Source: an optimization exercise on an open RTL-to-GDS flow (aim: small area, a short achievable clock period and few clock cycles). Production flows keep margins and buffers that such runs may drop.
Function was checked by simulation only, so behaviour that the tests miss may differ from the original.

[flow/design.v]
module alu(
    input [31:0] A,          
    input [31:0] B,          
    input [2:0] ALUop,       
    input clk,               
    input reset,             
    output reg [31:0] Result,  
    output done              
);
wire [31:0] and_result, or_result, xor_result, nor_result, add_result, sub_result, less_than_result;
wire [31:0] mod_result;
wire mod_done;
wire mod_start = (ALUop == 3'b111);  
assign done = mod_done;
mod mod_instance (
    .clk(clk),          
    .reset(reset),      
    .start(mod_start),  
    .A(A),
    .B(B),
    .Result(mod_result),
    .done(mod_done)
);
and_module and_op(A, B, and_result);
or_module or_op(A, B, or_result);
xor_module xor_op(A, B, xor_result);
nor_module nor_op(A, B, nor_result);
cla_32bit add_op(A, B, 0, add_result);         
subtractor_32bit sub_op(A, B, sub_result);     
less_than_module lt_op(A, B, less_than_result);  
always @(*) begin
    Result = 32'b0;  
    case (ALUop)
        3'b000: Result = and_result;
        3'b001: Result = or_result;
        3'b010: Result = xor_result;
        3'b011: Result = nor_result;
        3'b101: Result = add_result;
        3'b110: Result = sub_result;
        3'b100: Result[0] = less_than_result;  
        3'b111: begin
                if (mod_done) begin
                    Result = mod_result;  
                end else begin
                    Result = 32'b0;  
                end
            end  
        default: Result = 32'b0;
    endcase
end
endmodule
module and_module(input [31:0] A, input [31:0] B, output [31:0] result);
    and and_gate0(result[0], A[0], B[0]);
    and and_gate1(result[1], A[1], B[1]);
	 and and_gate2(result[2], A[2], B[2]);
    and and_gate3(result[3], A[3], B[3]);
	 and and_gate4(result[4], A[4], B[4]);
	 and and_gate5(result[5], A[5], B[5]);
	 and and_gate6(result[6], A[6], B[6]);
	 and and_gate7(result[7], A[7], B[7]);
	 and and_gate8(result[8], A[8], B[8]);
	 and and_gate9(result[9], A[9], B[9]);
	 and and_gate10(result[10], A[10], B[10]);
	 and and_gate11(result[11], A[11], B[11]);
	 and and_gate12(result[12], A[12], B[12]);
	 and and_gate13(result[13], A[13], B[13]);
	 and and_gate14(result[14], A[14], B[14]);
	 and and_gate15(result[15], A[15], B[15]);
	 and and_gate16(result[16], A[16], B[16]);
	 and and_gate17(result[17], A[17], B[17]);
	 and and_gate18(result[18], A[18], B[18]);
	 and and_gate19(result[19], A[19], B[19]);
	 and and_gate20(result[20], A[20], B[20]);
	 and and_gate21(result[21], A[21], B[21]);
	 and and_gate22(result[22], A[22], B[22]);
	 and and_gate23(result[23], A[23], B[23]);
	 and and_gate24(result[24], A[24], B[24]);
	 and and_gate25(result[25], A[25], B[25]);
	 and and_gate26(result[26], A[26], B[26]);
	 and and_gate27(result[27], A[27], B[27]);
	 and and_gate28(result[28], A[28], B[28]);
	 and and_gate29(result[29], A[29], B[29]);
	 and and_gate30(result[30], A[30], B[30]);
	 and and_gate31(result[31], A[31], B[31]);
endmodule
module or_module(input [31:0] A, input [31:0] B, output [31:0] result);
    or or_gate0(result[0], A[0], B[0]);
    or or_gate1(result[1], A[1], B[1]);
	 or or_gate2(result[2], A[2], B[2]);
    or or_gate3(result[3], A[3], B[3]);
	 or or_gate4(result[4], A[4], B[4]);
	 or or_gate5(result[5], A[5], B[5]);
	 or or_gate6(result[6], A[6], B[6]);
	 or or_gate7(result[7], A[7], B[7]);
	 or or_gate8(result[8], A[8], B[8]);
	 or or_gate9(result[9], A[9], B[9]);
	 or or_gate10(result[10], A[10], B[10]);
	 or or_gate11(result[11], A[11], B[11]);
	 or or_gate12(result[12], A[12], B[12]);
	 or or_gate13(result[13], A[13], B[13]);
	 or or_gate14(result[14], A[14], B[14]);
	 or or_gate15(result[15], A[15], B[15]);
	 or or_gate16(result[16], A[16], B[16]);
	 or or_gate17(result[17], A[17], B[17]);
	 or or_gate18(result[18], A[18], B[18]);
	 or or_gate19(result[19], A[19], B[19]);
	 or or_gate20(result[20], A[20], B[20]);
	 or or_gate21(result[21], A[21], B[21]);
	 or or_gate22(result[22], A[22], B[22]);
	 or or_gate23(result[23], A[23], B[23]);
	 or or_gate24(result[24], A[24], B[24]);
	 or or_gate25(result[25], A[25], B[25]);
	 or or_gate26(result[26], A[26], B[26]);
	 or or_gate27(result[27], A[27], B[27]);
	 or or_gate28(result[28], A[28], B[28]);
	 or or_gate29(result[29], A[29], B[29]);
	 or or_gate30(result[30], A[30], B[30]);
	 or or_gate31(result[31], A[31], B[31]);
endmodule
module xor_module(input [31:0] A, input [31:0] B, output [31:0] result);
    xor xor_gate0(result[0], A[0], B[0]);
    xor xor_gate1(result[1], A[1], B[1]);
	 xor xor_gate2(result[2], A[2], B[2]);
    xor xor_gate3(result[3], A[3], B[3]);
	 xor xor_gate4(result[4], A[4], B[4]);
	 xor xor_gate5(result[5], A[5], B[5]);
	 xor xor_gate6(result[6], A[6], B[6]);
	 xor xor_gate7(result[7], A[7], B[7]);
	 xor xor_gate8(result[8], A[8], B[8]);
	 xor xor_gate9(result[9], A[9], B[9]);
	 xor xor_gate10(result[10], A[10], B[10]);
	 xor xor_gate11(result[11], A[11], B[11]);
	 xor xor_gate12(result[12], A[12], B[12]);
	 xor xor_gate13(result[13], A[13], B[13]);
	 xor xor_gate14(result[14], A[14], B[14]);
	 xor xor_gate15(result[15], A[15], B[15]);
	 xor xor_gate16(result[16], A[16], B[16]);
	 xor xor_gate17(result[17], A[17], B[17]);
	 xor xor_gate18(result[18], A[18], B[18]);
	 xor xor_gate19(result[19], A[19], B[19]);
	 xor xor_gate20(result[20], A[20], B[20]);
	 xor xor_gate21(result[21], A[21], B[21]);
	 xor xor_gate22(result[22], A[22], B[22]);
	 xor xor_gate23(result[23], A[23], B[23]);
	 xor xor_gate24(result[24], A[24], B[24]);
	 xor xor_gate25(result[25], A[25], B[25]);
	 xor xor_gate26(result[26], A[26], B[26]);
	 xor xor_gate27(result[27], A[27], B[27]);
	 xor xor_gate28(result[28], A[28], B[28]);
	 xor xor_gate29(result[29], A[29], B[29]);
	 xor xor_gate30(result[30], A[30], B[30]);
	 xor xor_gate31(result[31], A[31], B[31]);
endmodule
module nor_module(input [31:0] A, input [31:0] B, output [31:0] result);
    nor nor_gate0(result[0], A[0], B[0]);
    nor nor_gate1(result[1], A[1], B[1]);
	 nor nor_gate2(result[2], A[2], B[2]);
    nor nor_gate3(result[3], A[3], B[3]);
	 nor nor_gate4(result[4], A[4], B[4]);
	 nor nor_gate5(result[5], A[5], B[5]);
	 nor nor_gate6(result[6], A[6], B[6]);
	 nor nor_gate7(result[7], A[7], B[7]);
	 nor nor_gate8(result[8], A[8], B[8]);
	 nor nor_gate9(result[9], A[9], B[9]);
	 nor nor_gate10(result[10], A[10], B[10]);
	 nor nor_gate11(result[11], A[11], B[11]);
	 nor nor_gate12(result[12], A[12], B[12]);
	 nor nor_gate13(result[13], A[13], B[13]);
	 nor nor_gate14(result[14], A[14], B[14]);
	 nor nor_gate15(result[15], A[15], B[15]);
	 nor nor_gate16(result[16], A[16], B[16]);
	 nor nor_gate17(result[17], A[17], B[17]);
	 nor nor_gate18(result[18], A[18], B[18]);
	 nor nor_gate19(result[19], A[19], B[19]);
	 nor nor_gate20(result[20], A[20], B[20]);
	 nor nor_gate21(result[21], A[21], B[21]);
	 nor nor_gate22(result[22], A[22], B[22]);
	 nor nor_gate23(result[23], A[23], B[23]);
	 nor nor_gate24(result[24], A[24], B[24]);
	 nor nor_gate25(result[25], A[25], B[25]);
	 nor nor_gate26(result[26], A[26], B[26]);
	 nor nor_gate27(result[27], A[27], B[27]);
	 nor nor_gate28(result[28], A[28], B[28]);
	 nor nor_gate29(result[29], A[29], B[29]);
	 nor nor_gate30(result[30], A[30], B[30]);
	 nor nor_gate31(result[31], A[31], B[31]);
endmodule
module cla_4bit(
    input [3:0] a,          
    input [3:0] b,          
    input cin,              
    output [3:0] sum,       
    output cout             
);
    wire [3:0] g, p;         
    wire [4:0] c;            
    and and_g0(g[0], a[0], b[0]);  
    and and_g1(g[1], a[1], b[1]);  
    and and_g2(g[2], a[2], b[2]);  
    and and_g3(g[3], a[3], b[3]);  
    xor xor_p0(p[0], a[0], b[0]);  
    xor xor_p1(p[1], a[1], b[1]);  
    xor xor_p2(p[2], a[2], b[2]);  
    xor xor_p3(p[3], a[3], b[3]);  
    buf buf_c0(c[0], cin);  
    wire temp_and0, temp_and1, temp_and2, temp_and3;
    and and_temp0(temp_and0, p[0], c[0]);  
    and and_temp1(temp_and1, p[1], c[1]);  
    and and_temp2(temp_and2, p[2], c[2]);  
    and and_temp3(temp_and3, p[3], c[3]);  
    or or_c1(c[1], g[0], temp_and0);      
    or or_c2(c[2], g[1], temp_and1);      
    or or_c3(c[3], g[2], temp_and2);      
    or or_c4(c[4], g[3], temp_and3);      
    xor xor_sum0(sum[0], p[0], c[0]);  
    xor xor_sum1(sum[1], p[1], c[1]);  
    xor xor_sum2(sum[2], p[2], c[2]);  
    xor xor_sum3(sum[3], p[3], c[3]);  
    buf buf_cout(cout, c[4]);  
endmodule
module cla_32bit(
    input [31:0] a,          
    input [31:0] b,          
    input cin,               
    output [31:0] sum,       
    output cout              
);
    wire [7:0] carry;         
    cla_4bit cla0(a[3:0], b[3:0], cin, sum[3:0], carry[0]);     
    cla_4bit cla1(a[7:4], b[7:4], carry[0], sum[7:4], carry[1]);  
    cla_4bit cla2(a[11:8], b[11:8], carry[1], sum[11:8], carry[2]);  
    cla_4bit cla3(a[15:12], b[15:12], carry[2], sum[15:12], carry[3]);  
    cla_4bit cla4(a[19:16], b[19:16], carry[3], sum[19:16], carry[4]);  
    cla_4bit cla5(a[23:20], b[23:20], carry[4], sum[23:20], carry[5]);  
    cla_4bit cla6(a[27:24], b[27:24], carry[5], sum[27:24], carry[6]);  
    cla_4bit cla7(a[31:28], b[31:28], carry[6], sum[31:28], carry[7]);  
    buf buf_cout(cout, carry[7]);
endmodule
module subtractor_32bit(
    input [31:0] A,           
    input [31:0] B,           
    output [31:0] Result,     
    output CarryOut           
);
    wire [31:0] B_complement;  
    wire CarryIn = 1'b1;       
	 not (B_complement[0], B[0]);
    not (B_complement[1], B[1]);
	 not (B_complement[2], B[2]);
    not (B_complement[3], B[3]);
	 not (B_complement[4], B[4]);
	 not (B_complement[5], B[5]);
	 not (B_complement[6], B[6]);
	 not (B_complement[7], B[7]);
	 not (B_complement[8], B[8]);
	 not (B_complement[9], B[9]);
	 not (B_complement[10], B[10]);
	 not (B_complement[11], B[11]);
	 not (B_complement[12], B[12]);
	 not (B_complement[13], B[13]);
	 not (B_complement[14], B[14]);
	 not (B_complement[15], B[15]);
	 not (B_complement[16], B[16]);
	 not (B_complement[17], B[17]);
	 not (B_complement[18], B[18]);
	 not (B_complement[19], B[19]);
	 not (B_complement[20], B[20]);
	 not (B_complement[21], B[21]);
	 not (B_complement[22], B[22]);
	 not (B_complement[23], B[23]);
	 not (B_complement[24], B[24]);
	 not (B_complement[25], B[25]);
	 not (B_complement[26], B[26]);
	 not (B_complement[27], B[27]);
	 not (B_complement[28], B[28]);
	 not (B_complement[29], B[29]);
	 not (B_complement[30], B[30]);
	 not (B_complement[31], B[31]);
    cla_32bit adder(
        .a(A),
        .b(B_complement),
        .cin(CarryIn),
        .sum(Result),
        .cout(CarryOut)
    );
endmodule
module less_than_module(
    input [31:0] A,        
    input [31:0] B,        
    output LessThan        
);
    wire [31:0] notA, sum;  
    wire carryOut;         
	 not not_gate0(notA[0], A[0]);
    not not_gate1(notA[1], A[1]);
	 not not_gate2(notA[2], A[2]);
    not not_gate3(notA[3], A[3]);
	 not not_gate4(notA[4], A[4]);
	 not not_gate5(notA[5], A[5]);
	 not not_gate6(notA[6], A[6]);
	 not not_gate7(notA[7], A[7]);
	 not not_gate8(notA[8], A[8]);
	 not not_gate9(notA[9], A[9]);
	 not not_gate10(notA[10], A[10]);
	 not not_gate11(notA[11], A[11]);
	 not not_gate12(notA[12], A[12]);
	 not not_gate13(notA[13], A[13]);
	 not not_gate14(notA[14], A[14]);
	 not not_gate15(notA[15], A[15]);
	 not not_gate16(notA[16], A[16]);
	 not not_gate17(notA[17], A[17]);
	 not not_gate18(notA[18], A[18]);
	 not not_gate19(notA[19], A[19]);
	 not not_gate20(notA[20], A[20]);
	 not not_gate21(notA[21], A[21]);
	 not not_gate22(notA[22], A[22]);
	 not not_gate23(notA[23], A[23]);
	 not not_gate24(notA[24], A[24]);
	 not not_gate25(notA[25], A[25]);
	 not not_gate26(notA[26], A[26]);
	 not not_gate27(notA[27], A[27]);
	 not not_gate28(notA[28], A[28]);
	 not not_gate29(notA[29], A[29]);
	 not not_gate30(notA[30], A[30]);
	 not not_gate31(notA[31], A[31]);
    cla_32bit adder(
        .a(notA),
        .b(B),
        .cin(1'b1),        
        .sum(sum),
        .cout(carryOut)
    );
    not buf_LessThan(LessThan, carryOut);
endmodule
module mod_cu(
    input clk,                 
    input reset,               
    input start,               
    input [31:0] A,            
    input [31:0] B,            
    input subtract_ack,        
    output reg subtract,       
    output reg load,           
    output reg done            
);
    parameter IDLE = 0, LOAD = 1, CALCULATE = 2, DONE_STATE = 3;
    reg [1:0] state;             
    reg [1:0] next_state;        
    always @(posedge clk or posedge reset) begin
        if (reset) begin
            state <= IDLE;       
        end else begin
            state <= next_state;  
        end
    end
    always @(*) begin
        load = 0;                
        subtract = 0;            
        done = 0;                
        next_state = state;      
        case (state)
            IDLE: begin
                if (start) next_state = LOAD;  
            end
            LOAD: begin
                load = 1;             
                next_state = CALCULATE;
            end
            CALCULATE: begin
                subtract = 1;         
                if (subtract_ack) next_state = DONE_STATE;  
            end
            DONE_STATE: begin
                done = 1;             
                if (!start) next_state = IDLE;  
            end
        endcase
    end
endmodule
module mod_dp(
    input clk,                 
    input reset,               
    input [31:0] A,            
    input [31:0] B,            
    input load,                
    input subtract,            
    output reg [31:0] Result,  
    output reg subtract_ack    
);
    reg [31:0] temp_A;          
    reg processing;             
    wire [31:0] subtractor_output;          
    wire subtractor_carry_out;              
    subtractor_32bit subtractor(
        .A(temp_A),
        .B(B),
        .Result(subtractor_output),
        .CarryOut(subtractor_carry_out)
    );
    always @(posedge clk or posedge reset) begin
        if (reset) begin
            temp_A <= 0;             
            Result <= 0;             
            processing <= 0;         
            subtract_ack <= 0;       
        end else begin
            if (load) begin
                temp_A <= A;         
                processing <= 1;     
                subtract_ack <= 0;   
            end else if (subtract && processing) begin
                if (temp_A >= B && B != 0) begin
                    temp_A <= temp_A - B;  
                end else begin
                    processing <= 0;     
                    subtract_ack <= 1;   
                end
            end
            if (!processing) begin
                Result <= temp_A;     
            end
        end
    end
endmodule
module mod(
    input clk,                   
    input reset,                 
    input start,                 
    input [31:0] A,              
    input [31:0] B,              
    output [31:0] Result,        
    output done                   
);
    wire subtract, load, subtract_ack;    
    wire [31:0] mod_result;              
    mod_cu control_unit(
        .clk(clk),
        .reset(reset),
        .start(start),
        .A(A),
        .B(B),
        .subtract_ack(subtract_ack),     
        .subtract(subtract),
        .load(load),
        .done(done)
    );
    mod_dp datapath(
        .clk(clk),
        .reset(reset),
        .A(A),
        .B(B),
        .load(load),
        .subtract(subtract),
        .Result(mod_result),
        .subtract_ack(subtract_ack)      
    );
    assign Result = mod_result;
endmodule
[flow/run.sh]
#!/bin/bash
# synth_recipe.tcl (not shown) runs the flow's synth.tcl, then flattens the netlist and writes it again
# the make line also repeats each setting of config.mk as NAME=value (left out here)
make -C /OpenROAD-flow-scripts/flow DESIGN_CONFIG=/design/flow/config.mk WORK_HOME=/design/flow/orfs CLKGATE_MAP_FILE= SYNTH_SCRIPT=/design/flow/synth_recipe.tcl finish
[flow/config.mk]
export PLATFORM = sky130hd
export DESIGN_NAME = alu
export DESIGN_NICKNAME = alu
export VERILOG_FILES = /design/flow/design.v
export SDC_FILE = /design/flow/constraint.sdc
export NUM_CORES = 4
export LEC_CHECK = 0
export CAP_MARGIN = 20
export CORE_MARGIN = 2
export CORE_UTILIZATION = 40
export SLEW_MARGIN = 20
[flow/constraint.sdc]
create_clock -name core_clock -period 24.0 [get_ports {clk}]
set_input_delay 4.8000 -clock core_clock [delete_from_list [all_inputs] [get_ports {clk}]]
set_output_delay 4.8000 -clock core_clock [all_outputs]
set_load 0.01 [all_outputs]
==> run summary, run 1 <==
status=finished clean; placed wire-length estimate=20.19 mm; final period demand of the worst path=23,560 ps; count of mapped cells out of synthesis=1,069; max-capacitance violation count=0; iteration-0 DRC count of the detailed router=440; signal arrival time at the worst endpoint=18,760 ps; core utilization of the finished layout=0.4776; count of final hold-check violations=0; Setup violations, final=0; source-to-sink clock delay at the later pin of the worst-skew pair=350 ps; slew at the pin closest to its max-slew limit=892.8 ps; fraction of layout cells with a size suffix above 1=0.06108; Worst path slowest cell=sky130_fd_sc_hd__clkdlybuf4s50_1; floorplan die width=156.7 um; Overflow after GRT=0; critical path peak fanout=5; ANT nets after route=0; I/O Pins=102; overall die area=0.02455 mm2; vias post-DR=8,039; Resized cells post-CTS=0; total count of max-transition violations in the final report=0; via count of the first global-routing pass=7,975; Max Root-Sink Buffers=2; cell chosen for the clock root=sky130_fd_sc_hd__clkbuf_16; sum of negative setup slack=0 ps; routed length per placed instance=18.51 um; number of enable-type register cells in the synthesized netlist=0; register clock-pin slew on the reported worst setup and hold paths=60 ps; relative area change from synthesis to final layout=16.67%; Yosys Warn Count=5; Synth cell types=68; synthesized flop and latch total=68; post-synthesis async set-or-reset flop share=1.000; TritonCTS clock tree=done; most used standard cells in the synthesized netlist=sky130_fd_sc_hd__ha_1, sky130_fd_sc_hd__nand2_1, sky130_fd_sc_hd__a21oi_1; count of antenna diodes in the layout=0; startpoint types=primary input; most used flip-flop cell after synthesis=sky130_fd_sc_hd__dfrtp_1; most frequently used cell type in the post-synthesis netlist=sky130_fd_sc_hd__ha_1; initial standard-cell utilization of the core=0.4093; CTS sink cnt=68; detailed-routing iteration count for the pre-antenna-repair pass=5; sequential share of the synthesized area=0.1825; remaining max-slew budget at the tightest pin=0.4048; worst hold-check path type=flop to flop; category of the worst setup path capture point=output pin; WP data required=19,200 ps; antenna violations before repair=0; highest cell delay on the worst timing path=610 ps; register area=0.001702 mm2; number of buffers added on ports=101; sum of routed wire length over all layers=27.00 mm; Synth area leader=sky130_fd_sc_hd__dfrtp_1; most frequent cell on the critical path=sky130_fd_sc_hd__fa_1; Floorplan Core Area=0.02278 mm2; netlist area before placement=0.009324 mm2; area used by multi-input combinational logic=0.007052 mm2; post-synth net total=1,333; share of the synthesized area in the top cell type=0.1825; unrepaired setup endpoints after global routing=no; Die Height=156.7 um; area of placed instances=0.01059 mm2; aggregate global-route resource usage=0.2268; row cnt=55; cell types with the largest area share after synthesis=sky130_fd_sc_hd__dfrtp_1, sky130_fd_sc_hd__ha_1, sky130_fd_sc_hd__fa_1; routability congestion estimate from global placement=0.8615; Critical Setup Path Class=primary input to output pin; buffer count from post-CTS setup fixing=0; final worst path period share=0.9815; design area=0.01088 mm2; wire length of the first global-routing pass=43.33 mm; fill cell instance count of the final layout=2,239; depth of the CTS H-tree=3; CTS Hold Buffers Added=0; DRC violations left=0; mean cell area of the mapped netlist=8.722 um2; total clock buffers created by CTS=9; skew final=11.32 ps; maximum number of pins on one net before global-route repair=69; Via density=5.510; Post-layout nets=1,406; FMAX=42.45 MHz
logic make-up after synthesis:
kind of cell,share of synthesized area
fa+ha+maj,0.3108
simple gates,0.1311
flops,0.1825
buf+inv,0.06226
compound gates,0.2008
xor+xnor,0.02161
mux,0.09098
registers in the layout, indices dropped and copies added (netlist names):
name / cells
mod_instance.datapath.Result: 32
mod_instance.datapath.temp_A: 32
mod_instance.control_unit.state: 2
mod_instance.datapath.processing: 1
mod_instance.datapath.subtract_ack: 1
layout make-up:
| class | instances | share of cell area |
|---|---|---|
| sequential | 68 | 0.1564 |
| timing repair buffer | 115 | 0.1024 |
| clock buffer | 13 | 0.02392 |
| clock inverter | 2 | 0.0009202 |
| inverter | 93 | 0.03209 |
| tap | 313 | 0.03600 |
| multi-input combinational | 855 | 0.6483 |
metal layers:
metal | track usage | part of all wire | up-vias
met5 | 0 | 0 | -
met3 | 0.02797 | 0.041 | 21
met2 | 0.3684 | 0.46 | 184
li1 | - | - | 3926
met4 | 0.05330 | 0.016 | 0
met1 | 0.3220 | 0.48 | 3908
stage by stage:
step / hold slack (ps) / cells / setup WS, ps
2_1_floorplan: 449.5 / 1069 / 2261
3_3_place_gp: 470.8 / 1443 / 524.3
3_5_place_dp: 479.4 / 1443 / 435.5
4_1_cts: 494.0 / 1458 / 412.8
5_1_grt: 508.2 / 1459 / 20.90
6_report: 494.2 / 1459 / 444.7
layout by cell type (no fill, tap or decap), types with 16 or more instances in the layout:
| cell | Yosys | routed |
|---|---|---|
| sky130_fd_sc_hd__dfrtp_1 | 68 | 68 |
| sky130_fd_sc_hd__nor3_1 | 18 | 18 |
| sky130_fd_sc_hd__mux2i_1 | 51 | 51 |
| sky130_fd_sc_hd__clkdlybuf4s50_1 | 0 | 98 |
| sky130_fd_sc_hd__a221oi_1 | 32 | 32 |
| sky130_fd_sc_hd__fa_1 | 61 | 61 |
| sky130_fd_sc_hd__nor2_1 | 61 | 60 |
| sky130_fd_sc_hd__mux2_2 | 30 | 30 |
| sky130_fd_sc_hd__nand2_1 | 99 | 99 |
| sky130_fd_sc_hd__a21oi_1 | 97 | 97 |
| sky130_fd_sc_hd__o21ai_0 | 69 | 69 |
| sky130_fd_sc_hd__o21ai_1 | 16 | 16 |
| sky130_fd_sc_hd__inv_1 | 93 | 92 |
| sky130_fd_sc_hd__ha_1 | 134 | 133 |
worst paths after layout:
kind | startpoint | end | slack [ps] | depth (start not counted)
max | B[0] | Result[30] | 440 | 37
min | mod_instance.datapath.Result[0] | mod_instance.datapath.Result[0] | 490 | 2
max reg2reg | mod_instance.datapath.temp_A[0] | mod_instance.datapath.temp_A[30] | 19890 | 12
min reg2reg | mod_instance.datapath.Result[0] | mod_instance.datapath.Result[0] | 490 | 2
max in group asynchronous | reset | mod_instance.datapath.temp_A[21] | 18470 | 4
min in group asynchronous | reset | mod_instance.datapath.Result[3] | 4910 | 3
critical path: cells and delay by family:
family | cells | cell delay [ps]
compound gates | 3 | 450
buf+inv | 3 | 1250
fa+ha+maj | 31 | 12230
Testbench counts, summed over its fixed seeds: cycles 1,205,805.
==> run 2, diff against run 1 <==
==> flow/design.v (replaced) <==
module alu(
    input [31:0] A,
    input [31:0] B,
    input [2:0] ALUop,
    input clk,
    input reset,
    output reg [31:0] Result,
    output done
);
wire [31:0] mod_result;
wire mod_sel = (ALUop == 3'b111);
mod mod_instance (
    .clk(clk),
    .reset(reset),
    .start(mod_sel),
    .A(A),
    .B(B),
    .Result(mod_result),
    .done(done)
);
always @(*) begin
    case (ALUop)
        3'b000: Result = A & B;
        3'b001: Result = A | B;
        3'b010: Result = A ^ B;
        3'b011: Result = ~(A | B);
        3'b100: Result = {31'b0, A > B};
        3'b101: Result = A + B;
        3'b110: Result = A - B;
        default: Result = mod_result;
    endcase
end
endmodule
module mod_cu #(parameter CW = 5) (
    input clk,
    input reset,
    input start,               
    input [CW-1:0] cnt,        
    output first,              
    output load,               
    output last,               
    output done
);
    reg active;                
    always @(posedge clk or posedge reset) begin
        if (reset) active <= 1'b0;
        else       active <= start;
    end
    assign load  = start & ~active;
    assign last  = (cnt == 0);
    assign done  = active & last;
    assign first = load;
endmodule
module mod_dp #(parameter R_STEPS = 4, parameter CW = 5) (
    input clk,
    input [31:0] A,
    input [31:0] B,
    input load,
    input last,
    input done,
    output [31:0] Result,
    output reg [CW-1:0] cnt
);
    localparam DW = 32 + R_STEPS - 1;
    localparam NG = (32 + R_STEPS - 1) / R_STEPS;    
    reg [31:0] R;
    reg [DW-1:0] D;
    function [5:0] clz;
        input [31:0] x;
        integer i;
        begin
            clz = 6'd32;
            for (i = 0; i < 32; i = i + 1)
                if (x[i]) clz = 31 - i;
        end
    endfunction
    wire [5:0] ca = clz(A);
    wire [5:0] cb = clz(B);
    wire [6:0] dd = {1'b0, cb} - {1'b0, ca};
    wire [5:0] d = dd[6] ? 6'd0 : dd[5:0];
    wire [CW-1:0] g = d / R_STEPS;                      
    wire [DW-1:0] d0 = ({{(R_STEPS-1){1'b0}}, B} << (R_STEPS - 1)) << (g * R_STEPS);
    reg [31:0] r;
    reg [DW:0] diff;
    integer j;
    always @(*) begin
        r = R;
        for (j = 0; j < R_STEPS; j = j + 1) begin
            diff = {{(DW+1-32){1'b0}}, r} - {1'b0, D >> j};
            if (!diff[DW]) r = diff[31:0];
        end
    end
    always @(posedge clk) begin
        if (load) begin
            R   <= A;
            D   <= d0;
            cnt <= g;
        end else begin
            R   <= r;
            D   <= last ? {DW{1'b0}} : (D >> R_STEPS);
            cnt <= last ? cnt : cnt - 1'b1;
        end
    end
    assign Result = done ? r : 32'd0;
endmodule
module mod #(parameter R_STEPS = 4) (
    input clk,
    input reset,
    input start,               
    input [31:0] A,
    input [31:0] B,
    output [31:0] Result,      
    output done
);
    localparam CW = 5;
    wire [CW-1:0] cnt;
    wire last, first, load;
    mod_cu #(.CW(CW)) control_unit(
        .clk(clk), .reset(reset), .start(start),
        .cnt(cnt), .first(first), .load(load), .last(last), .done(done)
    );
    mod_dp #(.R_STEPS(R_STEPS), .CW(CW)) datapath(
        .clk(clk), .A(A), .B(B), .load(load), .last(last),
        .done(done), .Result(Result), .cnt(cnt)
    );
endmodule
==> run summary, run 2 <==
vias post-DR=19.25k; sequential share of the synthesized area=0.08610; Overflow after GRT=0; synthesized flop and latch total=73; Via density=6.291; number of buffers added on ports=101; total instance count after detailed placement=3,043; Setup violations, final=0; worst hold-check path type=flop to flop; detailed-routing iteration count for the pre-antenna-repair pass=5; CTS sink cnt=73; buffer count from post-CTS setup fixing=0; post-synth net total=2,747; unrepaired setup endpoints after global routing=no; highest cell delay on the worst timing path=880 ps; cell types with the largest area share after synthesis=sky130_fd_sc_hd__ha_1, sky130_fd_sc_hd__dfxtp_1, sky130_fd_sc_hd__a21oi_1; category of the worst setup path capture point=output pin; worst hold path depth=2; total count of max-transition violations in the final report=0; Floorplan Core Area=0.04317 mm2; signal arrival time at the worst endpoint=13,800 ps; Top reg by flops=mod_instance.datapath.D; max-capacitance violation count=0; count of mapped cells out of synthesis=2,441; register area=0.001506 mm2; non-filler instance count after layout=3,060; most used flip-flop cell after synthesis=sky130_fd_sc_hd__dfxtp_1; DRC violations left=0; CTS Hold Buffers Added=0; antenna violations before repair=3; largest registers=mod_instance.datapath.D x35, mod_instance.datapath.R x32, mod_instance.datapath.cnt x5; ANT nets after route=0; source-to-sink clock delay at the later pin of the worst-skew pair=360 ps; status=finished clean; slew at the pin closest to its max-slew limit=1009 ps; fraction of layout cells with a size suffix above 1=0.05093; Post-layout nets=2,775; floorplan die width=213.1 um; relative area change from synthesis to final layout=9.983%; final period demand of the worst path=18,600 ps; routability congestion estimate from global placement=0.9548; cell chosen for the clock root=sky130_fd_sc_hd__clkbuf_16; total clock buffers created by CTS=9; depth of the CTS H-tree=3; via count of the first global-routing pass=18.15k; overall die area=0.04543 mm2; skew final=12.78 ps; Resized cells post-CTS=0; FF-to-FF path depth=46; remaining max-slew budget at the tightest pin=0.3221; TritonCTS clock tree=done; sum of negative setup slack=0 ps; Max Root-Sink Buffers=2; placed wire-length estimate=54.43 mm; flip-flop count of the largest register, all copies and words added=35; fill cell instance count of the final layout=4,483; initial standard-cell utilization of the core=0.4053; netlist area before placement=0.01750 mm2; iteration-0 DRC count of the detailed router=1,763; share of the synthesized area in the top cell type=0.1652; most common cell after layout, fill and taps aside=sky130_fd_sc_hd__nor2_1; count of final hold-check violations=0; most frequent cells in the layout=sky130_fd_sc_hd__nor2_1, sky130_fd_sc_hd__a21oi_1, sky130_fd_sc_hd__ha_1; row cnt=76; Synth cell types=90; wire length of the first global-routing pass=103.1 mm; WP data required=19,200 ps; Critical Setup Path Class=flop to output pin; worst hold margin=483.5 ps; Yosys Warn Count=3; maximum number of pins on one net before global-route repair=55; register clock-pin slew on the reported worst setup and hold paths=70 ps; most used standard cells in the synthesized netlist=sky130_fd_sc_hd__nor2_1, sky130_fd_sc_hd__a21oi_1, sky130_fd_sc_hd__ha_1; most frequently used cell type in the post-synthesis netlist=sky130_fd_sc_hd__nor2_1; post-synthesis async set-or-reset flop share=0.01370; Synth area leader=sky130_fd_sc_hd__ha_1; mean cell area of the mapped netlist=7.168 um2; Worst path slowest cell=sky130_fd_sc_hd__nor3_1; startpoint types=flop; area used by multi-input combinational logic=0.01494 mm2; critical path peak fanout=32; I/O Pins=102; FMAX=53.76 MHz; final worst path period share=0.7750; sum of routed wire length over all layers=66.75 mm; aggregate global-route resource usage=0.2889; number of enable-type register cells in the synthesized netlist=4; Die Height=213.1 um; routed length per placed instance=21.82 um
## run 2: metrics by stage
step                      utilization  instance area [um2]  worst slack (ps)
after floorplan                     -                17500              8836
after global placement         0.4392                18960              6053
after detailed placement       0.4392                18960              5674
after CTS                      0.4455                19230              5265
after global routing           0.4457                19240              4684
final                          0.4457                19240              5400
## run 2: final timing paths
kind | from | endpoint | slack, ps
max reg2reg | mod_instance.datapath.D[4] | mod_instance.datapath.R[10] | 11020
min reg2reg | mod_instance.datapath.D[14] | mod_instance.datapath.D[10] | 480
max | mod_instance.datapath.D[4] | Result[30] | 5400
max in group asynchronous | reset | mod_instance.control_unit.active | 19310
min | mod_instance.datapath.D[14] | mod_instance.datapath.D[10] | 480
min in group asynchronous | reset | mod_instance.control_unit.active | 4590
## run 2: critical path: cells and delay by family (launching register included)
kind | cells | cell delay [ps]
AOI/OAI and AO/OA | 18 | 5450
and+or+nand+nor | 12 | 3430
adders and majority gates | 6 | 1910
buffers and inverters | 7 | 1520
muxes | 3 | 790
DFF | 1 | 320
## run 2: cells by family after synthesis
group           Yosys count  synth area share
mux                     143           0.09039
xor+xnor                139           0.06958
simple gates            703            0.1888
flops                    73           0.08610
compound gates          870            0.3309
buf+inv                 276           0.06221
fa+ha+maj               237            0.1721
## run 2: routing by layer
metal,vias up,part of all wire,track usage
li1,9119,-,-
met1,9169,0.45,0.3986
met2,853,0.45,0.4759
met3,108,0.066,0.01765
met4,0,0.035,0.1006
met5,-,0,0
## run 2: cell type report
type,count,share of cell area
Multi-Input combinational cell,2092,0.7765
Antenna cell,1,0.0001300
Clock buffer,11,0.01209
Clock inverter,5,0.002081
Tap cell,585,0.03804
Timing Repair Buffer,119,0.05891
Inverter,174,0.03394
Sequential cell,73,0.07828
Testbench counts of run 2, summed over its fixed seeds: cycles 2,131.

-- separate check: timing with driven ports --
The results above use ideal ports. As a check the final layouts listed here were re-extracted and re-timed, cells and wires unchanged. Step 1, drivers: a clkbuf_16 drives clk and a buf_2 each remaining input, both assumed. Step 2 moves the port delays by t, midway between the first and last clock arrival at a register: inputs arrive t later, outputs are due t later. That takes back most of the time a late clock gives input paths. a / b / c = no drivers / after step 1 / after step 2; a / b = the first two.
run	t (ns)	setup slack, ns	hold WS [ns]
run 1	0.393	0.445 / 0.415 / 0.415	0.494 / 0.494 / 0.494
run 2	0.394	5.400 / 5.359 / 5.753	0.483 / 0.483 / 0.483
After both steps every run listed still meets setup and hold. The setup slack of run 1, which loses most, moves by -0.030 ns with the drivers and by -0.030 ns with both steps.
